This design comes from an exercise in tuning for small area and a short achievable clock period on the open sky130 flow, not from production work. RTL that was checked went through simulation tests only; none was proved equivalent to the original. For runs 2 to 4, only the layout was checked, not whether the RTL still works. Power and IR drop assume default switching activity.

## flow/design.v (module list and top-level ports; edited modules follow where they fit)
// module register: 18 lines
// module delay: 26 lines
// module multiplexer: 12 lines
// module multiplier: 11 lines
// module adder: 12 lines
// module comparator: 10 lines
// module rectifier: 10 lines
// module distortion: 1494 lines
module distortion
#(
    parameter int WIDTH = 24
)
(
    input logic clk,
    input logic reset,
    input logic enable,
    input logic [WIDTH-1:0] in,
    input logic [WIDTH-1:0] gain,
    input logic [WIDTH-1:0] threshold,
    output logic [WIDTH-1:0] out
);
  // ...
==> flow/flow/run.sh <==
#!/bin/bash
# The standard layout (standard.sh) with two changes:
#  1. after the standard synthesis, flow/fixinv.py chooses the polarity of each
#     full-adder cell so that fewer inverters sit between adders (a full adder
#     is self-dual); registers and logic function are unchanged;
#  2. buffer_ports puts plain buf_1 cells on the ports instead of the default
#     clkdlybuf4s50_1 delay buffers (every port still gets its buffer).
# Each tool's output goes to a log file here; ORFS keeps each step's log under
# orfs/logs/.
set -euo pipefail
export BUFFER_PORTS_ARGS="-buffer_cell sky130_fd_sc_hd__buf_1"
R=orfs/results/${FLOW_PLATFORM:-sky130hd}/distortion/base
bash standard.sh synth > standard_synth.log 2>&1
cp $R/1_2_yosys.v $R/1_2_yosys.std.v
python3 flow/fixinv.py $R/1_2_yosys.std.v $R/1_2_yosys.v > fixinv.log 2>&1
rm -f $R/1_synth.odb $R/1_synth.sdc
bash standard.sh > standard.log 2>&1
==> flow/flow/fixinv.py <==
#!/usr/bin/env python3
"""Move inverters around full adders in a mapped sky130 netlist.

A full adder is self-dual: FA(~a, ~b, ~c) = (~sum, ~cout). Yosys's adder
extraction leaves many single inverters between adder cells. This script
chooses, for every fa_* cell, whether it works on inverted signals, so that
as few inverters as possible are needed, then rebuilds the netlist with one
inverter per signal that still needs an inverted copy. The logic function of
every output and register input is unchanged; no register is touched.

usage: fixinv.py IN.v OUT.v
"""
import re
import sys
from collections import defaultdict

OUT_PINS = {"X", "Y", "Q", "Q_N", "SUM", "COUT", "HI", "LO", "GCLK"}
INV_RE = re.compile(r"sky130_fd_sc_hd__(inv|clkinv)_\d+$")
FA_RE = re.compile(r"sky130_fd_sc_hd__fa_\d+$")

src = open(sys.argv[1]).read()
inst_re = re.compile(r"^(\s*)(sky130_fd_sc_hd__\w+)\s+(\S+)\s*\((.*?)\);\s*$", re.S | re.M)
pin_re = re.compile(r"\.(\w+)\(\s*(.*?)\s*\)(?=\s*,|\s*$)", re.S)

hdr = src[:src.index(");")]
ports = set()
for m in re.finditer(r"^\s*(input|output)\s+(\[\d+:\d+\]\s+)?(\S+);", src, re.M):
    name = m.group(3)
    if m.group(2):
        hi, lo = map(int, re.findall(r"\d+", m.group(2)))
        for i in range(min(hi, lo), max(hi, lo) + 1):
            ports.add(f"{name}[{i}]")
    ports.add(name)

insts = []   # [type, name, [(pin, net)]]
for m in inst_re.finditer(src):
    pins = [(p, n.strip()) for p, n in pin_re.findall(m.group(4))]
    insts.append([m.group(2), m.group(3), pins, m.start(), m.end()])

driver = {}
for k, (typ, name, pins, _, _) in enumerate(insts):
    for p, n in pins:
        if p in OUT_PINS:
            driver[n] = (k, p)


def is_handled_inv(k):
    typ, name, pins, _, _ = insts[k]
    if not INV_RE.search(typ):
        return False
    d = dict(pins)
    a, y = d.get("A"), d.get("Y")
    if a is None or y is None:
        return False
    if y in ports or a == "clk" or y == "clk":
        return False
    if a.startswith("1'") or a.startswith("\\1'"):
        return False
    return True


handled = {k for k in range(len(insts)) if is_handled_inv(k)}


def resolve(net):
    """Follow handled inverters back to the base signal: (base_net, parity)."""
    q = 0
    seen = 0
    while net in driver and driver[net][0] in handled:
        k = driver[net][0]
        net = dict(insts[k][2])["A"]
        q ^= 1
        seen += 1
        if seen > 1000:
            raise SystemExit("inverter loop")
    return net, q


# consumer pins of non-handled cells
cons = []    # (inst k, pin index, base net, parity)
for k, (typ, name, pins, _, _) in enumerate(insts):
    if k in handled:
        continue
    for j, (p, n) in enumerate(pins):
        if p in OUT_PINS:
            continue
        b, q = resolve(n)
        cons.append((k, j, b, q))

fa = [k for k in range(len(insts)) if FA_RE.search(insts[k][0])]
flip = defaultdict(int)
by_src = defaultdict(list)
for c in cons:
    by_src[c[2]].append(c)
fa_inputs = defaultdict(list)
for c in cons:
    if FA_RE.search(insts[c[0]][0]):
        fa_inputs[c[0]].append(c)
X2_RE = re.compile(r"sky130_fd_sc_hd__x(n?)or2_\d+$")
# xor2/xnor2 cells: the output polarity is free (swap xor2 <-> xnor2)
x2 = [k for k in range(len(insts)) if k not in handled and X2_RE.search(insts[k][0])]
fa_outnets = defaultdict(list)
for n, (k, p) in driver.items():
    if FA_RE.search(insts[k][0]) or X2_RE.search(insts[k][0]):
        fa_outnets[k].append(n)


def fmt(n):
    return n + " " if n.startswith("\\") else n


def avail(net):
    d = driver.get(net)
    if d and (FA_RE.search(insts[d[0]][0]) or X2_RE.search(insts[d[0]][0])):
        return flip[d[0]]
    return 0


ABS_RE = re.compile(r"sky130_fd_sc_hd__(ha|xor2|xnor2)_\d+$")


def need(c):
    k, j, b, q = c
    pk = flip[k] if FA_RE.search(insts[k][0]) else 0
    return q ^ pk ^ avail(b)


def src_cost(b):
    # half adders and xor cells absorb inversions (see below), so they do not
    # count. An inverter between two adders (on the adder-tree paths, which set
    # the clock period) counts double.
    w = 0
    d = driver.get(b)
    from_fa = bool(d and FA_RE.search(insts[d[0]][0]))
    for c in by_src[b]:
        if need(c) and not ABS_RE.search(insts[c[0]][0]):
            w = max(w, 2 if (from_fa and FA_RE.search(insts[c[0]][0])) else 1)
    return w


def local_cost(k):
    nets = set(fa_outnets[k]) | {c[2] for c in fa_inputs[k]}
    return sum(src_cost(b) for b in nets)


before = sum(src_cost(b) for b in by_src)


def greedy():
    for _ in range(50):
        changed = False
        for k in fa + x2:
            c0 = local_cost(k)
            flip[k] ^= 1
            c1 = local_cost(k)
            if c1 < c0:
                changed = True
            else:
                flip[k] ^= 1
        if not changed:
            break


# greedy descent, then simulated annealing from the best state (fixed seed)
import random
import math
rng = random.Random(1)
greedy()
cur = sum(src_cost(b) for b in by_src)
best, best_flip = cur, dict(flip)
T = 2.0
for it in range(60000):
    k = (fa + x2)[rng.randrange(len(fa) + len(x2))]
    c0 = local_cost(k)
    flip[k] ^= 1
    c1 = local_cost(k)
    d = c1 - c0
    if d <= 0 or rng.random() < math.exp(-d / T):
        cur += d
        if cur < best:
            best, best_flip = cur, dict(flip)
    else:
        flip[k] ^= 1
    T = max(0.05, T * 0.9999)
flip.clear()
flip.update(best_flip)
greedy()
# Half adders and 2-input xor cells can absorb inverted inputs by changing
# cell: HA(~a, ~b) = (a ^ b, ~(a | b)), HA(~a, b) = (~(a ^ b), ~a & b),
# xor(~a, b) = xnor(a, b). Cells that take this get new types and connect
# straight to the signals.
absorbed = set()
retype = {}      # inst k -> list of replacement cells (type, name, [(pin, net)])
HA_RE = re.compile(r"sky130_fd_sc_hd__ha_\d+$")
pins_of = defaultdict(dict)
for c in cons:
    pins_of[c[0]][insts[c[0]][2][c[1]][0]] = c
for k, (typ, name, pins, _, _) in enumerate(insts):
    if k in handled:
        continue
    d = dict(pins)
    if HA_RE.search(typ):
        ca, cb = pins_of[k].get("A"), pins_of[k].get("B")
        if ca is None or cb is None:
            continue
        na, nb = need(ca), need(cb)
        if not (na or nb):
            continue
        a, b = ca[2], cb[2]
        s_net, c_net = d.get("SUM"), d.get("COUT")
        cells = []
        if na and nb:
            if s_net:
                cells.append(("sky130_fd_sc_hd__xor2_1", name + "_x", [("A", a), ("B", b), ("X", s_net)]))
            if c_net:
                cells.append(("sky130_fd_sc_hd__nor2_1", name + "_c", [("A", a), ("B", b), ("Y", c_net)]))
        else:
            inv_, keep = (a, b) if na else (b, a)
            if s_net:
                cells.append(("sky130_fd_sc_hd__xnor2_1", name + "_x", [("A", a), ("B", b), ("Y", s_net)]))
            if c_net:
                cells.append(("sky130_fd_sc_hd__nor2b_1", name + "_c", [("A", inv_), ("B_N", keep), ("Y", c_net)]))
        retype[k] = cells
        absorbed.add(ca)
        absorbed.add(cb)
    elif X2_RE.search(typ):
        ca, cb = pins_of[k].get("A"), pins_of[k].get("B")
        if ca is None or cb is None:
            continue
        na, nb = need(ca), need(cb)
        if not (na or nb or flip[k]):
            continue
        xnor = X2_RE.search(typ).group(1) == "n"
        if na ^ nb ^ flip[k]:
            xnor = not xnor
        onet = d.get("Y") if "Y" in d else d.get("X")
        if xnor:
            cells = [("sky130_fd_sc_hd__xnor2_1", name, [("A", ca[2]), ("B", cb[2]), ("Y", onet)])]
        else:
            cells = [("sky130_fd_sc_hd__xor2_1", name, [("A", ca[2]), ("B", cb[2]), ("X", onet)])]
        retype[k] = cells
        absorbed.add(ca)
        absorbed.add(cb)

need_plain = need


def need(c):
    return 0 if c in absorbed else need_plain(c)


def src_cost(b):
    return 1 if any(need(c) for c in by_src[b]) else 0


after = sum(src_cost(b) for b in by_src)
print(f"fixinv: {len(retype)} half adders / xor cells rewritten", file=sys.stderr)
print(f"fixinv: {len(handled)} inverters before, {after} after "
      f"(base signals needing an inverted copy: {before} -> {after}); "
      f"{sum(flip[k] for k in fa)} of {len(fa)} adders and {sum(flip[k] for k in x2)} of {len(x2)} xor cells flipped", file=sys.stderr)

# rebuild
newnet = {}
extra = []
cnt = 0
for b in sorted(by_src):
    if src_cost(b):
        cnt += 1
        nn = f"_fixinv_n{cnt}_"
        newnet[b] = nn
        extra.append((nn, f"  sky130_fd_sc_hd__inv_1 _fixinv_i{cnt}_ (\n    .A({fmt(b)}),\n    .Y({nn})\n  );\n"))
newpins = {}
for c in cons:
    k, j, b, q = c
    newpins[(k, j)] = newnet[b] if need(c) else b

out = []
pos = 0
for k, (typ, name, pins, s, e) in enumerate(insts):
    out.append(src[pos:s])
    pos = e
    if k in handled:
        continue
    if k in retype:
        blocks = []
        for t2, n2, p2 in retype[k]:
            blocks.append(f"  {t2} {fmt(n2)} (\n" + ",\n".join(f"    .{p}({fmt(n)})" for p, n in p2) + "\n  );")
        out.append("\n".join(blocks))
        continue
    lines = []
    for j, (p, n) in enumerate(pins):
        lines.append(f"    .{p}({fmt(newpins.get((k, j), n))})")
    out.append(f"  {typ} {name} (\n" + ",\n".join(lines) + "\n  );")
tail = src[pos:]
out.append(tail)
text = "".join(out)
decl = "".join(f"  wire {nn};\n" for nn, _ in extra)
cells = "".join(c for _, c in extra)
i = text.rindex("endmodule")
text = text[:i] + cells + text[i:]
j = text.index("  wire ")
text = text[:j] + decl + text[j:]
open(sys.argv[2], "w").write(text)
==> flow/standard.sh <==
#!/bin/bash
# synth_recipe.tcl (not shown) runs the flow's synth.tcl, then flattens the netlist and writes it again
# the make line also repeats each setting of config.mk as NAME=value (left out here)
make -C /OpenROAD-flow-scripts/flow DESIGN_CONFIG=/design/flow/config.mk WORK_HOME=/design/flow/orfs CLKGATE_MAP_FILE= SYNTH_SCRIPT=/design/flow/synth_recipe.tcl "${@:-finish}"
==> flow/config.mk <==
export PLATFORM = sky130hd
export DESIGN_NAME = distortion
export DESIGN_NICKNAME = distortion
export VERILOG_FILES = /design/flow/design.v
export SDC_FILE = /design/flow/constraint.sdc
export NUM_CORES = 4
export LEC_CHECK = 0
export CAP_MARGIN = 20
export CORE_MARGIN = 2
export CORE_UTILIZATION = 60
export CTS_BUF_LIST = sky130_fd_sc_hd__clkbuf_4 sky130_fd_sc_hd__clkbuf_8
export CTS_CLUSTER_SIZE = 20
export SETUP_SLACK_MARGIN = 4.4
export SLEW_MARGIN = 20
export TNS_END_PERCENT = 0
==> flow/constraint.sdc <==
create_clock -name core_clock -period 7.5 [get_ports {clk}]
set_input_delay 1.5000 -clock core_clock [delete_from_list [all_inputs] [get_ports {clk}]]
set_output_delay 1.5000 -clock core_clock [all_outputs]
set_load 0.01 [all_outputs]
==> results.tsv, run 1 <==
metric	value	unit
nWellTaps	461	
viasPerCell	6.37	
fillers	2644	
grt_pass1_vias	16200	
rsz0062_at_grt	true	
drt_first_iter_violations	2138	
status	complete, no violations	
r2r-start	b_one[0]	
grt.busiest_layer	met2	
slowest_stage	fa_1	
startpoint_type	flip-flop	
dr_wl_met3	7.41	mm
leakagePower	9.35	nW
cp.arrival	3600	ps
gp_congestion	0.888	
n_all_buffers	226	
seq_cell_power	0.00280	W
placeableCoreArea	35700	µm²
final_cells	2513	
final_common_cell	xnor2_1	
cts_resized	106	
final_core_util	0.696	
use_met3	0.0868	
min_path_type	reg2reg	
powerComb	0.00758	W
crit_path_end	r2[25]	
==> inputs of run 2 (changes only) <==
--- a/flow/design.v
+++ b/flow/design.v
@@ -117,26 +117,20 @@
 wire  [24:0] gx = {gain, 1'b0};
 always_comb begin
     for (int i = 0; i < 12; i++) begin
         e_one[i] = gx[2*i+1] ^ gx[2*i];
         e_two[i] = (gx[2*i+2] & ~gx[2*i+1] & ~gx[2*i]) | (~gx[2*i+2] & gx[2*i+1] & gx[2*i]);
         e_neg[i] = gx[2*i+2] & ~(gx[2*i+1] & gx[2*i]);
     end
 end
-logic v1, v2, v3;
 always_ff @(posedge clk or posedge reset) begin
     if (reset) begin
-        v1 <= 1'b0; v2 <= 1'b0; v3 <= 1'b0;
+        d <= '0; b_one <= '0; b_two <= '0; b_neg <= '0; b_g23 <= 1'b0;
     end else if (enable) begin
-        v1 <= 1'b1; v2 <= v1; v3 <= v2;
-    end
-end
-always_ff @(posedge clk) begin
-    if (enable) begin
         d <= in; b_one <= e_one; b_two <= e_two; b_neg <= e_neg; b_g23 <= gain[23];
     end
 end
 wire pp_0_0 = ((b_one[0] & d[0]) | (b_two[0] & 1'b0)) ^ b_neg[0];
 wire pp_0_1 = ((b_one[0] & d[1]) | (b_two[0] & d[0])) ^ b_neg[0];
 wire pp_0_2 = ((b_one[0] & d[2]) | (b_two[0] & d[1])) ^ b_neg[0];
 wire pp_0_3 = ((b_one[0] & d[3]) | (b_two[0] & d[2])) ^ b_neg[0];
 wire pp_0_4 = ((b_one[0] & d[4]) | (b_two[0] & d[3])) ^ b_neg[0];
@@ -952,21 +946,26 @@
 wire s499 = s279 ^ c414 ^ s415;
 wire c500 = (s279 & c414) | (s279 & s415) | (c414 & s415);
 wire s501 = s283 ^ c416 ^ s417;
 wire c502 = (s283 & c416) | (s283 & s417) | (c416 & s417);
 wire s503 = s287 ^ c418 ^ s419;
 wire c504 = (s287 & c418) | (s287 & s419) | (c418 & s419);
 wire s505 = s291 ^ c420 ^ s421;
 wire c506 = (s291 & c420) | (s291 & s421) | (c420 & s421);
+wire s507 = s295 ^ c422;
+wire c508 = s295 & c422;
+wire s509 = s299 ^ c508;
+wire c510 = s299 & c508;
 wire [8:0] lowsum = {1'b0, c486, c484, c482, c480, c478, pp_1_0, pp_0_1, b_neg[0]} + {1'b0, s487, s485, s483, s481, s479, s477, 1'b0, pp_0_0};
 logic [100:0] r2;
-wire  [100:0] r2_d = {c474, s475, c394, s473, c472, s393, c470, s471, c388, c468, s469, c384, s467, c466, s383, s465, c464, s379, s463, c462, s375, c460, s461, s371, c458, s459, c364, s457, c456, s363, s455, c454, c356, s453, c452, s355, s451, c450, s351, s449, c448, s347, s447, c446, s343, s445, c444, s339, s443, c442, s335, s441, c440, s331, s439, c438, s327, s437, c436, s323, s435, c434, s319, s433, c432, s315, s431, c430, s311, s429, c428, s307, s427, c426, s303, s425, c424, s299, s423, c422, s295, c506, s505, c504, s503, c502, s501, c500, s499, c498, s497, c496, c494, s495, s493, c492, s491, c490, lowsum[8], s489, c488};
-always_ff @(posedge clk) begin
-    if (enable) r2 <= r2_d;
+wire  [100:0] r2_d = {c474, ~s475, c394, s473, c472, ~s393, c470, ~s471, c388, c468, ~s469, c384, s467, c466, ~s383, s465, c464, ~s379, s463, c462, ~s375, c460, s461, ~s371, c458, ~s459, c364, ~s457, c456, s363, ~s455, c454, c356, s453, c452, ~s355, s451, c450, ~s351, s449, c448, ~s347, s447, c446, ~s343, ~s445, c444, ~s339, s443, c442, s335, s441, c440, s331, s439, c438, s327, s437, c436, s323, s435, c434, s319, s433, c432, s315, s431, c430, s311, s429, c428, s307, s427, c510, c426, s303, s509, s425, c424, c506, s423, s507, s505, c504, s503, c502, s501, c500, s499, c498, s497, c496, s495, c494, s493, c492, s491, c490, lowsum[8], s489, c488};
+always_ff @(posedge clk or posedge reset) begin
+    if (reset) r2 <= '0;
+    else if (enable) r2 <= r2_d;
 end
 wire q0 = r2[0];
 wire q1 = r2[1];
 wire q2 = r2[2];
 wire q3 = r2[3];
 wire q4 = r2[4];
 wire q5 = r2[5];
 wire q6 = r2[6];
@@ -1011,123 +1010,191 @@
 wire q45 = r2[45];
 wire q46 = r2[46];
 wire q47 = r2[47];
 wire q48 = r2[48];
 wire q49 = r2[49];
 wire q50 = r2[50];
 wire q51 = r2[51];
 wire q52 = r2[52];
-wire q53 = r2[53];
+wire q53 = r2[53] ^ 1'b1;
 wire q54 = r2[54];
-wire q55 = r2[55];
-wire q56 = r2[56];
+wire q55 = r2[55] ^ 1'b1;
+wire q56 = r2[56] ^ 1'b1;
 wire q57 = r2[57];
 wire q58 = r2[58];
-wire q59 = r2[59];
+wire q59 = r2[59] ^ 1'b1;
 wire q60 = r2[60];
 wire q61 = r2[61];
-wire q62 = r2[62];
+wire q62 = r2[62] ^ 1'b1;
 wire q63 = r2[63];
 wire q64 = r2[64];
-wire q65 = r2[65];
+wire q65 = r2[65] ^ 1'b1;
 wire q66 = r2[66];
 wire q67 = r2[67];
 wire q68 = r2[68];
 wire q69 = r2[69];
-wire q70 = r2[70];
+wire q70 = r2[70] ^ 1'b1;
 wire q71 = r2[71];
 wire q72 = r2[72];
-wire q73 = r2[73];
+wire q73 = r2[73] ^ 1'b1;
 wire q74 = r2[74];
-wire q75 = r2[75];
+wire q75 = r2[75] ^ 1'b1;
 wire q76 = r2[76];
-wire q77 = r2[77];
+wire q77 = r2[77] ^ 1'b1;
 wire q78 = r2[78];
 wire q79 = r2[79];
-wire q80 = r2[80];
+wire q80 = r2[80] ^ 1'b1;
 wire q81 = r2[81];
 wire q82 = r2[82];
-wire q83 = r2[83];
+wire q83 = r2[83] ^ 1'b1;
 wire q84 = r2[84];
 wire q85 = r2[85];
-wire q86 = r2[86];
+wire q86 = r2[86] ^ 1'b1;
 wire q87 = r2[87];
 wire q88 = r2[88];
 wire q89 = r2[89];
-wire q90 = r2[90];
+wire q90 = r2[90] ^ 1'b1;
 wire q91 = r2[91];
 wire q92 = r2[92];
-wire q93 = r2[93];
+wire q93 = r2[93] ^ 1'b1;
 wire q94 = r2[94];
-wire q95 = r2[95];
+wire q95 = r2[95] ^ 1'b1;
 wire q96 = r2[96];
 wire q97 = r2[97];
 wire q98 = r2[98];
-wire q99 = r2[99];
+wire q99 = r2[99] ^ 1'b1;
 wire q100 = r2[100];
-wire s561 = q19 ^ q20 ^ q21;
-wire c562 = (q19 & q20) | (q19 & q21) | (q20 & q21);
-wire s563 = q23 ^ q24 ^ q25;
-wire c564 = (q23 & q24) | (q23 & q25) | (q24 & q25);
-wire s565 = q26 ^ q27 ^ q28;
-wire c566 = (q26 & q27) | (q26 & q28) | (q27 & q28);
-wire s567 = q29 ^ q30 ^ q31;
-wire c568 = (q29 & q30) | (q29 & q31) | (q30 & q31);
-wire s569 = q32 ^ q33 ^ q34;
-wire c570 = (q32 & q33) | (q32 & q34) | (q33 & q34);
-wire s571 = q35 ^ q36 ^ q37;
-wire c572 = (q35 & q36) | (q35 & q37) | (q36 & q37);
-wire s573 = q38 ^ q39 ^ q40;
-wire c574 = (q38 & q39) | (q38 & q40) | (q39 & q40);
-wire s575 = q41 ^ q42 ^ q43;
-wire c576 = (q41 & q42) | (q41 & q43) | (q42 & q43);
-wire s577 = q44 ^ q45 ^ q46;
-wire c578 = (q44 & q45) | (q44 & q46) | (q45 & q46);
-wire s579 = q47 ^ q48 ^ q49;
-wire c580 = (q47 & q48) | (q47 & q49) | (q48 & q49);
-wire s581 = q50 ^ q51 ^ q52;
-wire c582 = (q50 & q51) | (q50 & q52) | (q51 & q52);
-wire s583 = q53 ^ q54 ^ q55;
-wire c584 = (q53 & q54) | (q53 & q55) | (q54 & q55);
-wire s585 = q56 ^ q57 ^ q58;
-wire c586 = (q56 & q57) | (q56 & q58) | (q57 & q58);
-wire s587 = q59 ^ q60 ^ q61;
-wire c588 = (q59 & q60) | (q59 & q61) | (q60 & q61);
-wire s589 = q62 ^ q63 ^ q64;
-wire c590 = (q62 & q63) | (q62 & q64) | (q63 & q64);
-wire s591 = q65 ^ q66 ^ q67;
-wire c592 = (q65 & q66) | (q65 & q67) | (q66 & q67);
-wire s593 = q68 ^ q69 ^ q70;
-wire c594 = (q68 & q69) | (q68 & q70) | (q69 & q70);
-wire s595 = q71 ^ q72 ^ q73;
-wire c596 = (q71 & q72) | (q71 & q73) | (q72 & q73);
-wire s597 = q74 ^ q75 ^ q76;
-wire c598 = (q74 & q75) | (q74 & q76) | (q75 & q76);
-wire s599 = q77 ^ q78 ^ q79;
-wire c600 = (q77 & q78) | (q77 & q79) | (q78 & q79);
-wire s601 = q80 ^ q81 ^ q82;
-wire c602 = (q80 & q81) | (q80 & q82) | (q81 & q82);
-wire s603 = q83 ^ q84 ^ q85;
-wire c604 = (q83 & q84) | (q83 & q85) | (q84 & q85);
-wire s605 = q86 ^ q87 ^ q88;
-wire c606 = (q86 & q87) | (q86 & q88) | (q87 & q88);
-wire s607 = q89 ^ q90 ^ q91;
-wire c608 = (q89 & q90) | (q89 & q91) | (q90 & q91);
-wire s609 = q92 ^ q93 ^ q94;
-wire c610 = (q92 & q93) | (q92 & q94) | (q93 & q94);
-wire s611 = q95 ^ q96 ^ q97;
-wire c612 = (q95 & q96) | (q95 & q97) | (q96 & q97);
-wire s613 = q98 ^ q99 ^ q100;
-wire c614 = (q98 & q99) | (q98 & q100) | (q99 & q100);
-wire [43:0] ra = {c612, c610, c608, c606, c604, c602, c600, c598, c596, c594, c592, c590, c588, c586, c584, c582, c580, c578, c576, c574, c572, c570, c568, c566, c564, c562, s561, q17, q15, q13, q11, q9, q7, q5, q3, q0, 1'b0, 1'b0, 1'b0, 1'b0, 1'b0, 1'b0, 1'b0, 1'b0};
-wire [43:0] rb = {s613, s611, s609, s607, s605, s603, s601, s599, s597, s595, s593, s591, s589, s587, s585, s583, s581, s579, s577, s575, s573, s571, s569, s567, s565, s563, q22, q18, q16, q14, q12, q10, q8, q6, q4, q1, 1'b0, 1'b0, 1'b0, 1'b0, 1'b0, 1'b0, 1'b0, 1'b0};
-wire [36:0] pa = {ra[43:8], q2}, pb = {rb[43:8], q2};
-wire [36:0] pg0 = pa & pb, pp0 = pa ^ pb;
-wire [36:0] pg1, pp1;
+wire s511 = q25 ^ q26;
+wire c512 = q25 & q26;
+wire s513 = q29 ^ q30;
+wire c514 = q29 & q30;
+wire s515 = q32 ^ q33;
+wire c516 = q32 & q33;
+wire s517 = q35 ^ q36;
+wire c518 = q35 & q36;
+wire s519 = q38 ^ q39;
+wire c520 = q38 & q39;
+wire s521 = q41 ^ q42;
+wire c522 = q41 & q42;
+wire s523 = q44 ^ q45;
+wire c524 = q44 & q45;
+wire s525 = q47 ^ q48;
+wire c526 = q47 & q48;
+wire s527 = q50 ^ q51;
+wire c528 = q50 & q51;
+wire s529 = q53 ^ q54;
+wire c530 = q53 & q54;
+wire s531 = q56 ^ q57;
+wire c532 = q56 & q57;
+wire s533 = q59 ^ q60;
+wire c534 = q59 & q60;
+wire s535 = q62 ^ q63;
+wire c536 = q62 & q63;
+wire s537 = q65 ^ q66;
+wire c538 = q65 & q66;
+wire s539 = q68 ^ q69;
+wire c540 = q68 & q69;
+wire s541 = q71 ^ q72;
+wire c542 = q71 & q72;
+wire s543 = q74 ^ q75;
+wire c544 = q74 & q75;
+wire s545 = q77 ^ q78;
+wire c546 = q77 & q78;
+wire s547 = q80 ^ q81;
+wire c548 = q80 & q81;
+wire s549 = q83 ^ q84;
+wire c550 = q83 & q84;
+wire s551 = q86 ^ q87;
+wire c552 = q86 & q87;
+wire s553 = q89 ^ q90;
+wire c554 = q89 & q90;
+wire s555 = q92 ^ q93;
+wire c556 = q92 & q93;
+wire s557 = q95 ^ q96;
+wire c558 = q95 & q96;
+wire s559 = q98 ^ q99;
+wire c560 = q98 & q99;
+wire s561 = q0 ^ q1;
+wire c562 = q0 & q1;
+wire s563 = q3 ^ q4;
+wire c564 = q3 & q4;
+wire s565 = q5 ^ q6;
+wire c566 = q5 & q6;
+wire s567 = q7 ^ q8;
+wire c568 = q7 & q8;
+wire s569 = q9 ^ q10;
+wire c570 = q9 & q10;
+wire s571 = q11 ^ q12;
+wire c572 = q11 & q12;
+wire s573 = q13 ^ q14;
+wire c574 = q13 & q14;
+wire s575 = q15 ^ q16;
+wire c576 = q15 & q16;
+wire s577 = q17 ^ q18;
+wire c578 = q17 & q18;
+wire s579 = q19 ^ q20 ^ q21;
+wire c580 = (q19 & q20) | (q19 & q21) | (q20 & q21);
+wire s581 = q22 ^ q23 ^ q24;
+wire c582 = (q22 & q23) | (q22 & q24) | (q23 & q24);
+wire s583 = q27 ^ q28 ^ s511;
+wire c584 = (q27 & q28) | (q27 & s511) | (q28 & s511);
+wire s585 = q31 ^ c512 ^ s513;
+wire c586 = (q31 & c512) | (q31 & s513) | (c512 & s513);
+wire s587 = q34 ^ c514 ^ s515;
+wire c588 = (q34 & c514) | (q34 & s515) | (c514 & s515);
+wire s589 = q37 ^ c516 ^ s517;
+wire c590 = (q37 & c516) | (q37 & s517) | (c516 & s517);
+wire s591 = q40 ^ c518 ^ s519;
+wire c592 = (q40 & c518) | (q40 & s519) | (c518 & s519);
+wire s593 = q43 ^ c520 ^ s521;
+wire c594 = (q43 & c520) | (q43 & s521) | (c520 & s521);
+wire s595 = q46 ^ c522 ^ s523;
+wire c596 = (q46 & c522) | (q46 & s523) | (c522 & s523);
+wire s597 = q49 ^ c524 ^ s525;
+wire c598 = (q49 & c524) | (q49 & s525) | (c524 & s525);
+wire s599 = q52 ^ c526 ^ s527;
+wire c600 = (q52 & c526) | (q52 & s527) | (c526 & s527);
+wire s601 = q55 ^ c528 ^ s529;
+wire c602 = (q55 & c528) | (q55 & s529) | (c528 & s529);
+wire s603 = q58 ^ c530 ^ s531;
+wire c604 = (q58 & c530) | (q58 & s531) | (c530 & s531);
+wire s605 = q61 ^ c532 ^ s533;
+wire c606 = (q61 & c532) | (q61 & s533) | (c532 & s533);
+wire s607 = q64 ^ c534 ^ s535;
+wire c608 = (q64 & c534) | (q64 & s535) | (c534 & s535);
+wire s609 = q67 ^ c536 ^ s537;
+wire c610 = (q67 & c536) | (q67 & s537) | (c536 & s537);
+wire s611 = q70 ^ c538 ^ s539;
+wire c612 = (q70 & c538) | (q70 & s539) | (c538 & s539);
+wire s613 = q73 ^ c540 ^ s541;
+wire c614 = (q73 & c540) | (q73 & s541) | (c540 & s541);
+wire s615 = q76 ^ c542 ^ s543;
+wire c616 = (q76 & c542) | (q76 & s543) | (c542 & s543);
+wire s617 = q79 ^ c544 ^ s545;
+wire c618 = (q79 & c544) | (q79 & s545) | (c544 & s545);
+wire s619 = q82 ^ c546 ^ s547;
+wire c620 = (q82 & c546) | (q82 & s547) | (c546 & s547);
+wire s621 = q85 ^ c548 ^ s549;
+wire c622 = (q85 & c548) | (q85 & s549) | (c548 & s549);
+wire s623 = q88 ^ c550 ^ s551;
+wire c624 = (q88 & c550) | (q88 & s551) | (c550 & s551);
+wire s625 = q91 ^ c552 ^ s553;
+wire c626 = (q91 & c552) | (q91 & s553) | (c552 & s553);
+wire s627 = q94 ^ c554 ^ s555;
+wire c628 = (q94 & c554) | (q94 & s555) | (c554 & s555);
+wire s629 = q97 ^ c556 ^ s557;
+wire c630 = (q97 & c556) | (q97 & s557) | (c556 & s557);
+wire s631 = q100 ^ c558 ^ s559;
+wire c632 = (q100 & c558) | (q100 & s559) | (c558 & s559);
+wire [43:0] ra = {c630, c628, c626, c624, c622, c620, c618, c616, c614, c612, c610, c608, c606, c604, c602, c600, c598, c596, c594, c592, c590, c588, c586, c584, c582, c580, c578, c576, c574, c572, c570, c568, c566, c564, c562, s561, 1'b0, 1'b0, 1'b0, 1'b0, 1'b0, 1'b0, 1'b0, 1'b0};
+wire [43:0] rb = {s631, s629, s627, s625, s623, s621, s619, s617, s615, s613, s611, s609, s607, s605, s603, s601, s599, s597, s595, s593, s591, s589, s587, s585, s583, s581, s579, s577, s575, s573, s571, s569, s567, s565, s563, q2, 1'b0, 1'b0, 1'b0, 1'b0, 1'b0, 1'b0, 1'b0, 1'b0};
+wire [35:0] pa = ra[43:8], pb = rb[43:8];
+wire [35:0] pg0 = pa & pb, pp0 = pa ^ pb;
+wire [35:0] pg1, pp1;
 assign pg1[0] = pg0[0];
 assign pp1[0] = pp0[0];
 assign pg1[1] = pg0[1] | (pp0[1] & pg0[0]);
 assign pp1[1] = pp0[1] & pp0[0];
 assign pg1[2] = pg0[2] | (pp0[2] & pg0[1]);
 assign pp1[2] = pp0[2] & pp0[1];
 assign pg1[3] = pg0[3] | (pp0[3] & pg0[2]);
 assign pp1[3] = pp0[3] & pp0[2];
@@ -1190,19 +1257,17 @@
 assign pg1[32] = pg0[32] | (pp0[32] & pg0[31]);
 assign pp1[32] = pp0[32] & pp0[31];
 assign pg1[33] = pg0[33] | (pp0[33] & pg0[32]);
 assign pp1[33] = pp0[33] & pp0[32];
 assign pg1[34] = pg0[34] | (pp0[34] & pg0[33]);
 assign pp1[34] = pp0[34] & pp0[33];
 assign pg1[35] = pg0[35] | (pp0[35] & pg0[34]);
 assign pp1[35] = pp0[35] & pp0[34];
-assign pg1[36] = pg0[36] | (pp0[36] & pg0[35]);
-assign pp1[36] = pp0[36] & pp0[35];
-wire [36:0] pg2, pp2;
+wire [35:0] pg2, pp2;
 assign pg2[0] = pg1[0];
 assign pp2[0] = pp1[0];
 assign pg2[1] = pg1[1];
 assign pp2[1] = pp1[1];
 assign pg2[2] = pg1[2] | (pp1[2] & pg1[0]);
 assign pp2[2] = pp1[2] & pp1[0];
 assign pg2[3] = pg1[3] | (pp1[3] & pg1[1]);
 assign pp2[3] = pp1[3] & pp1[1];
@@ -1265,19 +1330,17 @@
 assign pg2[32] = pg1[32] | (pp1[32] & pg1[30]);
 assign pp2[32] = pp1[32] & pp1[30];
 assign pg2[33] = pg1[33] | (pp1[33] & pg1[31]);
 assign pp2[33] = pp1[33] & pp1[31];
 assign pg2[34] = pg1[34] | (pp1[34] & pg1[32]);
 assign pp2[34] = pp1[34] & pp1[32];
 assign pg2[35] = pg1[35] | (pp1[35] & pg1[33]);
 assign pp2[35] = pp1[35] & pp1[33];
-assign pg2[36] = pg1[36] | (pp1[36] & pg1[34]);
-assign pp2[36] = pp1[36] & pp1[34];
-wire [36:0] pg3, pp3;
+wire [35:0] pg3, pp3;
 assign pg3[0] = pg2[0];
 assign pp3[0] = pp2[0];
 assign pg3[1] = pg2[1];
 assign pp3[1] = pp2[1];
 assign pg3[2] = pg2[2];
 assign pp3[2] = pp2[2];
 assign pg3[3] = pg2[3];
 assign pp3[3] = pp2[3];
@@ -1340,19 +1403,17 @@
 assign pg3[32] = pg2[32] | (pp2[32] & pg2[28]);
 assign pp3[32] = pp2[32] & pp2[28];
 assign pg3[33] = pg2[33] | (pp2[33] & pg2[29]);
 assign pp3[33] = pp2[33] & pp2[29];
 assign pg3[34] = pg2[34] | (pp2[34] & pg2[30]);
 assign pp3[34] = pp2[34] & pp2[30];
 assign pg3[35] = pg2[35] | (pp2[35] & pg2[31]);
 assign pp3[35] = pp2[35] & pp2[31];
-assign pg3[36] = pg2[36] | (pp2[36] & pg2[32]);
-assign pp3[36] = pp2[36] & pp2[32];
-wire [36:0] pg4, pp4;
+wire [35:0] pg4, pp4;
 assign pg4[0] = pg3[0];
 assign pp4[0] = pp3[0];
 assign pg4[1] = pg3[1];
 assign pp4[1] = pp3[1];
 assign pg4[2] = pg3[2];
 assign pp4[2] = pp3[2];
 assign pg4[3] = pg3[3];
 assign pp4[3] = pp3[3];
@@ -1415,19 +1476,17 @@
 assign pg4[32] = pg3[32] | (pp3[32] & pg3[24]);
 assign pp4[32] = pp3[32] & pp3[24];
 assign pg4[33] = pg3[33] | (pp3[33] & pg3[25]);
 assign pp4[33] = pp3[33] & pp3[25];
 assign pg4[34] = pg3[34] | (pp3[34] & pg3[26]);
 assign pp4[34] = pp3[34] & pp3[26];
 assign pg4[35] = pg3[35] | (pp3[35] & pg3[27]);
 assign pp4[35] = pp3[35] & pp3[27];
-assign pg4[36] = pg3[36] | (pp3[36] & pg3[28]);
-assign pp4[36] = pp3[36] & pp3[28];
-wire [36:0] pg5, pp5;
+wire [35:0] pg5, pp5;
 assign pg5[0] = pg4[0];
 assign pp5[0] = pp4[0];
 assign pg5[1] = pg4[1];
 assign pp5[1] = pp4[1];
 assign pg5[2] = pg4[2];
 assign pp5[2] = pp4[2];
 assign pg5[3] = pg4[3];
 assign pp5[3] = pp4[3];
@@ -1490,19 +1549,17 @@
 assign pg5[32] = pg4[32] | (pp4[32] & pg4[16]);
 assign pp5[32] = pp4[32] & pp4[16];
 assign pg5[33] = pg4[33] | (pp4[33] & pg4[17]);
 assign pp5[33] = pp4[33] & pp4[17];
 assign pg5[34] = pg4[34] | (pp4[34] & pg4[18]);
 assign pp5[34] = pp4[34] & pp4[18];
 assign pg5[35] = pg4[35] | (pp4[35] & pg4[19]);
 assign pp5[35] = pp4[35] & pp4[19];
-assign pg5[36] = pg4[36] | (pp4[36] & pg4[20]);
-assign pp5[36] = pp4[36] & pp4[20];
-wire [36:0] pg6, pp6;
+wire [35:0] pg6, pp6;
 assign pg6[0] = pg5[0];
 assign pp6[0] = pp5[0];
 assign pg6[1] = pg5[1];
 assign pp6[1] = pp5[1];
 assign pg6[2] = pg5[2];
 assign pp6[2] = pp5[2];
 assign pg6[3] = pg5[3];
 assign pp6[3] = pp5[3];
@@ -1565,29 +1622,30 @@
 assign pg6[32] = pg5[32] | (pp5[32] & pg5[0]);
 assign pp6[32] = pp5[32] & pp5[0];
 assign pg6[33] = pg5[33] | (pp5[33] & pg5[1]);
 assign pp6[33] = pp5[33] & pp5[1];
 assign pg6[34] = pg5[34] | (pp5[34] & pg5[2]);
 assign pp6[34] = pp5[34] & pp5[2];
 assign pg6[35] = pg5[35] | (pp5[35] & pg5[3]);
 assign pp6[35] = pp5[35] & pp5[3];
-assign pg6[36] = pg5[36] | (pp5[36] & pg5[4]);
-assign pp6[36] = pp5[36] & pp5[4];
-wire [36:0] pcarry = {pg6[35:0], 1'b0};
-wire [36:0] psum_w = pp0 ^ pcarry;
-wire [43:0] psum = {psum_w, 7'b0};
+wire [35:0] pcarry = {pg6[34:0], 1'b0};
+wire [43:0] psum;
+assign psum[43:8] = pp0 ^ pcarry;
+assign psum[7:0] = '0;
 logic [23:0] x, t;
-always_ff @(posedge clk) begin
-    if (enable) begin
+always_ff @(posedge clk or posedge reset) begin
+    if (reset) begin
+        x <= '0; t <= '0;
+    end else if (enable) begin
         x <= psum[43:20]; t <= threshold;
     end
 end
 wire        cmp_pos = x >= t;
 wire [25:0] neg_sum = {{2{x[23]}}, x} + {2'b00, t} + 26'h3FFFFFF;
 wire        cmp_neg = neg_sum[25];
 wire        cmp = x[23] ? cmp_neg : cmp_pos;
 wire [23:0] lvl = x[23] ? (~t + 24'd1) : t;
 always_ff @(posedge clk or posedge reset) begin
     if (reset) out <= '0;
-    else if (enable) out <= v3 ? (cmp ? lvl : x) : '0;
+    else if (enable) out <= cmp ? lvl : x;
 end
 endmodule
==> flow/run.sh (new file) <==
#!/bin/bash
# synth_recipe.tcl (not shown) runs the flow's synth.tcl, then flattens the netlist and writes it again
# the make line also repeats each setting of config.mk as NAME=value (left out here)
make -C /OpenROAD-flow-scripts/flow DESIGN_CONFIG=/design/flow/config.mk WORK_HOME=/design/flow/orfs CLKGATE_MAP_FILE= SYNTH_SCRIPT=/design/flow/synth_recipe.tcl finish
==> flow/config.mk (replaced) <==
export PLATFORM = sky130hd
export DESIGN_NAME = distortion
export DESIGN_NICKNAME = distortion
export VERILOG_FILES = /design/flow/design.v
export SDC_FILE = /design/flow/constraint.sdc
export NUM_CORES = 4
export LEC_CHECK = 0
export CAP_MARGIN = 20
export CORE_MARGIN = 2
export CORE_UTILIZATION = 40
export SETUP_SLACK_MARGIN = 4.7
export SLEW_MARGIN = 20
removed: flow/flow/run.sh
removed: flow/flow/fixinv.py
removed: flow/standard.sh
==> results.tsv, run 2 <==
metric	value	unit	change
status	complete, no violations		
synth.yosys.seq_area_share	0.234		
core.rowCount	91		
ys_warn_count	1		
yosysMostFrequentCell	inv_1		
largest_register_ffs	101		
fin_area	33900	µm²	
ys_async_sr_fraction	1.00		
post_route_cells_drive_above_1_share	0.360		
min_path_cells	2		
drt_first_iter_violations	1873		-12%
power.density	522	nW/µm²	
grt_util_met2	0.390		
drt_wl_total	82.4	mm	
cts_buffer_depth	3		
detail_route.wl_per_cell	22.1	µm	
cp_top_family	adder cells		
avgSynthCellArea	9.48	µm²	
cts.sinks	234		
fillers	5228		+98%
fin_nets	3368		
use_met1	0.321		
die_width	254	µm	
setup_viol	0		
cap_violations	0		
final-seq-area	5940	µm²	
path_class	reg2reg		
final_cell_mix	inv_1 (331), xnor2_1 (264), dfrtp_1 (191), buf_4 (178), ha_1 (154)		
synthTopCellsByCount	inv_1 (414), xnor2_1 (327), a22oi_1 (275)		
use_met3	0.0445		-0.0423
slew_violations	0		
min_to	out[17]		
rsz0062_at_grt	true		
drtAntennaViolNets	0		
path_cells	buf_12, clkbuf_16, a22oi_2, xnor2_2, fa_1, inv_2, fa_2, inv_2, fa_2, fa_2, a21oi_1		
fin_skew	16.1	ps	
tritoncts	built		
r2r-start	d[16]		
finalHoldViolCount	0		
numCtsBuffers	31		
synthToLayoutAreaGrowth	35.0	%	
grt_max_degree	172		
antenna_found_initial	0		
synth_area_leaders	dfrtp_1 (23%), fa_1 (19%), xnor2_1 (11%)		
antenna_cells	0		
grt_pass1_vias	21400		+32%
crit_path_max_incr_delay	570	ps	
yosysUniqueCellTypes	64		
chipHeight	254	µm	
grt.busiest_layer	met2		
fin_crit	3330	ps	
synth_nets	3152		
hold_start	out[17]		
grt_pass1_wl	122	mm	
rr_endpoint	r2[55]		
multi_input_area	19400	µm²	
synth_flop_cell	dfrtp_1		
synth_top_cell_area_share	0.234		
cp.arrival	3790	ps	+190 ps
setup-tns-final	0	ps	
htree_levels	1		
min_period_over_period	0.444		
reg2regPathDepth	11		
fmax	300	MHz	
vdd_drop_max	0.000419	V	
final_common_cell	inv_1		
required	7960	ps	
root_buffer	clkbuf_16		
slew_headroom	0.403		
firstDrtPassIters	6		
endpoint_kind	flip-flop		
synth-edff-count	0		
clk_pin_slew	60	ps	
start_util	0.405		
ios	99		
viasPerCell	5.64		-11%
min_path_type	reg2reg		
placeableCoreArea	61800	µm²	+73%
route.detailed.drc	0		
gp_congestion	0.887		-0.11%
synth_area_leader_cell	dfrtp_1		
regMostFlops	r2		
cts_hold_buffers	0		
rrSetupSlack	4170	ps	
overflow	0		
path_buf_inv	4		
worst_pin_slew	894	ps	
netlist_area	25100	µm²	
port_buffers	98		
startpoint_type	flip-flop		
leakagePower	14.6	nW	+56%
syn_inst	2645		
crit_path_frequent_cell	fa_2		
slowest_stage	fa_1		
vias	21000		
dpl_cell_area	27600	µm²	
insertion_delay	610	ps	
track_usage	0.242		
cp_max_fo	5		
dieArea	64700	µm²	
dp_hpwl	49.4	mm	
ys_ff_latch	234		
-- run 2: cells by family after synthesis --
kind of cell / Yosys count / share of synthesized area
compound gates: 591 / 0.163
xor+xnor: 335 / 0.117
fa+ha+maj: 432 / 0.288
buf+inv: 645 / 0.0966
flops: 234 / 0.234
mux: 107 / 0.0476
simple gates: 301 / 0.0540
-- run 2: tightest hold or removal path: cells and delay by family, from the launching register on --
family / cells / cell delay, ps
compound gates: 1 / 70
simple gates: 1 / 50
flops: 1 / 340
-- run 2: final cells by class --
type                       count  area share
multi-input combinational   1768       0.574
sequential                   234       0.175
timing repair buffer         401       0.136
inverter                     425      0.0513
tap                          837      0.0309
clock buffer                  44      0.0267
clock inverter                13     0.00506
-- run 2: how the worst max path moves through the flow --
stage,start,endpoint,cells after the start
5_1_grt,r2[36],x[17],11
2_1_floorplan,reset,b_g23,1
4_1_cts,r2[42],x[23],13
3_3_place_gp,b_neg[10],r2[49],9
6_report,d[16],r2[55],11
3_5_place_dp,b_neg[10],r2[49],9
-- run 2: layer usage --
layer / wire length, µm / vias up
met1: 33300 / 10300
met4: 5040 / 0
met3: 7650 / 306
li1: - / 9241
met2: 36400 / 1123
met5: 0 / -
-- run 2: timing repair --
action / CTS / global route
pin swaps: 157 / 178
setup buffers: 123 / 96
setup endpoints to repair: 164 / 291
gates resized for setup: 507 / 251
gates cloned: 17 / 14
-- run 2: metrics by stage --
stage	power (W)	utilization	std cells	hold slack, ps	setup slack (ps)
floorplan	0.0104	-	2645	467	2940
global placement	0.0130	0.446	3415	490	3460
detailed placement	0.0133	0.446	3415	497	3430
CTS	0.0165	0.514	3612	512	4250
global route	0.0194	0.548	3722	529	4070
finish	0.0177	0.548	3722	509	4170
-- run 2: power by group --
part | internal (W) | switching, W | total, W | leakage [nW]
registers | 0.00181 | 0.000327 | 0.00214 | 2.75
logic | 0.00678 | 0.00720 | 0.0140 | 11.3
clock network | 0.000942 | 0.000626 | 0.00157 | 0.526
==> inputs of run 3 (changes only) <==
--- a/flow/config.mk
+++ b/flow/config.mk
@@ -9,3 +9,4 @@
 export CORE_MARGIN = 2
-export CORE_UTILIZATION = 40
+export CORE_UTILIZATION = 60
+export PLACE_DENSITY = 0.75
 export SETUP_SLACK_MARGIN = 4.7
==> results.tsv, run 3 <==
metric	value	unit	change
rrSetupSlack	4010	ps	-160 ps
ys_async_sr_fraction	1.00		unchanged
power.density	543	nW/µm²	+3.9%
leakagePower	14.5	nW	-0.67%
drt_first_iter_violations	3225		+72%
dieArea	43400	µm²	-33%
route.detailed.drc	0		unchanged
placeableCoreArea	41000	µm²	-34%
reg2regPathDepth	12		+1
detail_route.wl_per_cell	27.0	µm	+22%
r2r-start	d[13]		
clk_pin_slew	70	ps	about the same
drt_wl_total	91.6	mm	+11%
core.rowCount	74		-19%
avgSynthCellArea	9.48	µm²	unchanged
antenna_cells	0		unchanged
synth_area_leader_cell	dfrtp_1		
vias	22700		+7.8%
synth_flop_cell	dfrtp_1		
crit_path_frequent_cell	fa_2		
post_route_cells_drive_above_1_share	0.360		about the same
antenna_found_initial	1		+1
synth_top_cell_area_share	0.234		unchanged
netlist_area	25100	µm²	unchanged
setup_viol	0		unchanged
die_width	208	µm	-18%
fin_nets	3348		-0.59%
track_usage	0.353		+0.111
ys_ff_latch	234		unchanged
yosysMostFrequentCell	inv_1		
crit_path_end	r2[61]		
final_cell_mix	inv_1 (324), xnor2_1 (258), dfrtp_1 (194), buf_4 (156), ha_1 (152)		
overflow	0		unchanged
final_common_cell	inv_1		
worst_pin_slew	824	ps	-69.9 ps
cts_buffer_depth	3		unchanged
status	complete, no violations		
viasPerCell	6.67		+18%
finalHoldViolCount	0		unchanged
synthTopCellsByCount	inv_1 (414), xnor2_1 (327), a22oi_1 (275)		
slowest_stage	dfrtp_2		
numCtsBuffers	28		-9.7%
tritoncts	built		
ys_warn_count	1		unchanged
path_cells	buf_6, buf_4, a22oi_2, xnor2_1, ha_1, inv_1, fa_2, fa_1, inv_2, fa_2, nand2_1, o21ai_0		
cp-startpoint	d[13]		
cap_violations	0		unchanged
insertion_delay	600	ps	about the same
fmax	287	MHz	-4.6%
synth_area_leaders	dfrtp_1 (23%), fa_1 (19%), xnor2_1 (11%)		
fin_crit	3490	ps	+160 ps
grt_max_degree	164		-4.7%
rsz0062_at_grt	true		
synth_nets	3152		unchanged
synthToLayoutAreaGrowth	32.8	%	
slew_headroom	0.446		+0.0428
largest_register_ffs	101		unchanged
crit_path_max_incr_delay	550	ps	-20 ps
fin_skew	19.4	ps	+3.30 ps
final-seq-area	5940	µm²	about the same
slew_violations	0		unchanged
startpoint_type	flip-flop		
min_period_over_period	0.465		+0.0214
regMostFlops	r2		
port_buffers	98		unchanged
htree_levels	1		unchanged
ios	99		unchanged
synth-edff-count	0		unchanged
min_path_type	reg2reg		
rr_endpoint	r2[61]		
synth.yosys.seq_area_share	0.234		unchanged
multi_input_area	19600	µm²	+0.66%
grt_pass1_vias	22200		+3.5%
start_util	0.611		+0.206
chipHeight	208	µm	-18%
fillers	2157		-59%
gp_congestion	0.955		+7.7%
firstDrtPassIters	9		+3
drtAntennaViolNets	0		unchanged
syn_inst	2645		unchanged
setup-tns-final	0	ps	unchanged
endpoint_kind	flip-flop		
required	8010	ps	+50 ps
vdd_drop_max	0.000359	V	-14%
cts.sinks	234		unchanged
cp.arrival	4000	ps	+210 ps
hold_slack	504	ps	-4.34 ps
dp_hpwl	47.5	mm	-3.8%
root_buffer	clkbuf_16		
cp_max_fo	5		unchanged
grt_pass1_wl	121	mm	-0.79%
yosysUniqueCellTypes	64		unchanged
path_class	reg2reg		
## run 3: what timing repair did
item / in CTS / in global routing
buffers inserted: 109 / 101
hold buffers: 0 / 0
pin swaps: 141 / 187
gates resized for setup: 430 / 317
endpoints found under the setup margin: 201 / 293
endpoints found under the hold margin: 0 / 0
cloned: 13 / 13
## run 3: worst max-delay path: cells and delay by family, from the launching register on
kind                       cells  cell delay (ps)
xor gates and xnor gates       1              130
DFF                            1              550
adders and majority gates      4             1840
and+or+nand+nor                1               70
buffers and inverters          4              480
AOI/OAI and AO/OA              2              330
## run 3: per-layer routing
metal / routed length (µm) / vias up / track usage
met4: 7890 / 0 / 0.200
met3: 11700 / 717 / 0.0906
met5: 0 / - / 0
met1: 31100 / 11000 / 0.438
met2: 40900 / 1802 / 0.563
li1: - / 9181 / -
## run 3: metrics by stage
stage | cell area [µm²] | cells | setup WS [ps] | util | power [W]
after floorplan | 26800 | 2645 | 2940 | - | 0.0104
after global placement | 27200 | 3107 | 3560 | 0.662 | 0.0127
after detailed placement | 27200 | 3107 | 3410 | 0.662 | 0.0131
after CTS | 30800 | 3281 | 4240 | 0.750 | 0.0161
after global routing | 33300 | 3395 | 4020 | 0.811 | 0.0194
final | 33300 | 3395 | 4010 | 0.811 | 0.0181
## run 3: cell type report
class	instances	area share
Clock buffer	32	0.0221
Clock inverter	20	0.00805
Sequential cell	234	0.179
Inverter	425	0.0512
Tap cell	532	0.0200
Multi-Input combinational cell	1768	0.588
Timing Repair Buffer	384	0.132
## run 3: where the power goes
part           switching (W)  leakage, nW  internal, W
clock network       0.000622        0.470     0.000883
logic                0.00762         11.3      0.00679
registers           0.000347         2.76      0.00181
total                0.00859         14.5      0.00948
## run 3: cells by family after synthesis
logic type,count (synthesis),share of synthesized area
xor gates and xnor gates,335,0.117
AOI/OAI and AO/OA,591,0.163
and+or+nand+nor,301,0.0540
adders and majority gates,432,0.288
buffers and inverters,645,0.0966
muxes,107,0.0476
DFF,234,0.234
## run 3: worst min-delay path by stage
stage,endpoint,slack (ps),cells after the start,from
2_1_floorplan,r2[2],470,2,r2[2]
3_3_place_gp,b_one[6],490,1,b_one[6]
3_5_place_dp,b_one[1],500,1,b_one[1]
4_1_cts,r2[44],520,1,r2[44]
5_1_grt,out[17],520,2,out[17]
6_report,out[14],500,2,out[14]
==> inputs of run 4 (changes only) <==
--- a/flow/config.mk
+++ b/flow/config.mk
@@ -9,5 +9,4 @@
 export CORE_MARGIN = 2
-export CORE_UTILIZATION = 60
-export PLACE_DENSITY = 0.75
-export SETUP_SLACK_MARGIN = 4.7
+export CORE_UTILIZATION = 40
+export SETUP_SLACK_MARGIN = 4.3
 export SLEW_MARGIN = 20
==> results.tsv, run 4 <==
metric	value	unit	change
path_buf_inv	3		-1
detail_route.wl_per_cell	21.6	µm	-20%
overflow	0		unchanged
fin_crit	3390	ps	-99.9 ps
drt_wl_total	77.5	mm	-15%
slew_violations	0		unchanged
grt_pass1_wl	120	mm	-0.80%
synth.yosys.seq_area_share	0.234		unchanged
slew_headroom	0.392		-0.0534
combPwrFrac	0.774		-0.023
antenna_found_initial	0		-1
root_buffer	clkbuf_16		
use_met3	0.0489		-0.0417
insertion_delay	600	ps	about the same
status	complete, no violations		
vias	20100		-11%
setup_viol	0		unchanged
synth_flop_cell	dfrtp_1		
vdd_drop_max	0.000260	V	-28%
synth_area_leaders	dfrtp_1 (23%), fa_1 (19%), xnor2_1 (11%)		
rsz0062_at_grt	true		
core.rowCount	91		+23%
regMostFlops	r2		
netSwitchingPower	0.00766	W	-11%
tritoncts	built		
antenna_cells	0		unchanged
power.density	529	nW/µm²	-2.6%
start_util	0.405		-0.206
finalHoldViolCount	0		unchanged
worst_pin_slew	910	ps	+85.8 ps
firstDrtPassIters	6		-3
gp_congestion	0.914		-4.3%
required	8020	ps	about the same
clkPwrFrac	0.094		+0.011
syn_inst	2645		unchanged
fmax	295	MHz	+2.9%
dieArea	64700	µm²	+49%
synthToLayoutAreaGrowth	22.7	%	
numCtsBuffers	31		+11%
timing.final.ws_setup	4110	ps	+99.9 ps
path_class	reg2reg		
chipHeight	254	µm	+22%
htree_levels	1		unchanged
ys_warn_count	1		unchanged
placeableCoreArea	61800	µm²	+51%
drt_first_iter_violations	2013		-38%
yosysUniqueCellTypes	64		unchanged
total_power	0.0163	W	-9.9%
synthTopCellsByCount	inv_1 (414), xnor2_1 (327), a22oi_1 (275)		
fin_area	30800	µm²	-7.6%
min_path_type	reg2reg		
fin_nets	3237		-3.3%
final_core_util	0.498		-0.314
fin_skew	12.5	ps	-6.84 ps
viasPerCell	5.60		-16%
startpoint_type	flip-flop		
min_period_over_period	0.452		-0.0133
port_buffers	98		unchanged
synth_nets	3152		unchanged
netlist_area	25100	µm²	unchanged
dpl_cell_area	26700	µm²	-1.8%
cp_max_fo	5		unchanged
crit_path_frequent_cell	fa_2		
crit_path_max_incr_delay	580	ps	+30 ps
largest_register_ffs	101		unchanged
dp_hpwl	49.2	mm	+3.6%
drtAntennaViolNets	0		unchanged
synth_area_leader_cell	dfrtp_1		
cap_violations	0		unchanged
cts_hold_buffers	0		unchanged
ys_async_sr_fraction	1.00		unchanged
track_usage	0.238		-0.115
ys_ff_latch	234		unchanged
die_width	254	µm	+22%
p_seq_frac	0.132		+0.013
leakagePower	13.3	nW	-8.0%
intPower	0.00861	W	-9.1%
synth-edff-count	0		unchanged
use_met1	0.315		-0.123
path_cells	buf_12, buf_6, a22oi_2, xnor2_2, fa_2, fa_2, inv_2, fa_2, fa_2, nand2_1, o21ai_1		
endpoint_kind	flip-flop		
grt_util_met2	0.382		-0.181
cp_top_family	adder cells		
grt_pass1_vias	20900		-5.6%
slowest_stage	fa_2		
grt_max_degree	161		-1.8%
avgSynthCellArea	9.48	µm²	unchanged
synth_top_cell_area_share	0.234		unchanged
route.detailed.drc	0		unchanged
cts.sinks	234		unchanged
final_common_cell	inv_1		
setup-tns-final	0	ps	unchanged
place_worst_setup_slack	3240	ps	-177 ps
cp.arrival	3910	ps	-90 ps
swShare	0.471		-0.00459
clk_pin_slew	60	ps	about the same
final_cell_mix	inv_1 (375), xnor2_1 (297), dfrtp_1 (201), a22oi_1 (198), ha_1 (177)		
grt.busiest_layer	met2		
ios	99		unchanged
post_route_cells_drive_above_1_share	0.236		-0.125
yosysMostFrequentCell	inv_1		
cts_buffer_depth	3		unchanged
run 4: changes by cell type in the layout (fill, tap and decap cells not counted), sizes merged, moves of 2 or more:
cell,change
dlygate4sd2,-23
clkinvlp,-5
clkinv,-3
buf,-103
clkdlybuf4s50,+24
inv,+2
run 4: power by group through the flow:
stage / registers (W) / logic (W) / clock network [W]
after global placement: 0.00221 / 0.0100 / 0
after floorplan: 0.00204 / 0.00763 / 0
after global routing: 0.00221 / 0.0141 / 0.00160
after detailed placement: 0.00223 / 0.0102 / 0
final: 0.00215 / 0.0126 / 0.00152
after CTS: 0.00215 / 0.0113 / 0.00156
run 4: kinds of logic after synthesis:
kind of cell / count (synthesis) / share of synthesized area
xor+xnor: 335 / 0.117
fa+ha+maj: 432 / 0.288
flops: 234 / 0.234
buf+inv: 645 / 0.0966
compound gates: 591 / 0.163
simple gates: 301 / 0.0540
mux: 107 / 0.0476
run 4: final timing paths:
| path | end | cells after the start | slack, ps | startpoint |
|---|---|---|---|---|
| min in group asynchronous | out[19] | 2 | 1430 | reset |
| max reg2reg | r2[46] | 11 | 4110 | b_one[1] |
| max in group asynchronous | d[10] | 3 | 4640 | reset |
| min | r2[4] | 1 | 510 | r2[4] |
| max | r2[46] | 11 | 4110 | b_one[1] |
| min reg2reg | r2[4] | 1 | 510 | r2[4] |
run 4: timing repair:
item / in CTS / in global routing
pin swaps: 66 / 166
setup endpoints to repair: 166 / 96
resized for setup: 269 / 258
buffers inserted: 85 / 43
cloned: 2 / 3
run 4: routing by layer:
layer	share of wire	vias up
met4	0.042	0
met5	0	-
met2	0.45	1008
met1	0.42	9939
li1	-	8933
met3	0.091	228
run 4: area by class of cell:
cell class / instances / area (µm²)
fillers: 5518 / 31100
multi-input cells: 1768 / 18200
flip-flops and latches: 234 / 5960
repair buffers: 270 / 2910
inverters: 425 / 1680
well taps: 837 / 1050
clock buffers: 41 / 823
clock inverters: 13 / 191
run 4: stage by stage:
step	cells	hold slack [ps]
6_report	3588	508
5_1_grt	3588	535
4_1_cts	3542	515
3_5_place_dp	3401	497
3_3_place_gp	3401	492
2_1_floorplan	2645	467

[separate check: timing with driven ports]
Ports are ideal in the flow. The routed layouts listed here were re-timed in OpenROAD.
Step 1 sets driving cells, clkbuf_16 on the clock port and buf_2 on the other inputs (assumed; they add their load-dependent delay and slew).
Step 2 adds t to the input delays and takes it off the output delays; t is the mean of the earliest and latest rising clock arrival at the registers after step 1. Input paths then give back, and output paths get back, about the clock's delay inside the block.
Slacks: ideal / step 1 / step 2; pairs: ideal / step 1.
| run | shift t [ns] | setup slack, ns | latest minus earliest clock arrival (ns) | worst register clock-pin slew, ns | pins driven straight from the clock port |
|---|---|---|---|---|---|
| run 1 | 0.657 | 4.229 / 4.229 / 3.731 | 0.035 / 0.035 | 0.06 / 0.06 | 1 |
| run 2 | 0.667 | 4.171 / 4.171 / 4.025 | 0.017 / 0.017 | 0.06 / 0.06 | 1 |
| run 3 | 0.649 | 4.011 / 4.011 / 3.891 | 0.020 / 0.020 | 0.07 / 0.07 | 1 |
| run 4 | 0.659 | 4.111 / 4.111 / 3.801 | 0.012 / 0.012 | 0.06 / 0.06 | 1 |
After both steps every run listed still meets setup and hold. The setup slack of run 1, which loses most, moves by 0.000 ns with the drivers and by -0.498 ns with both steps.
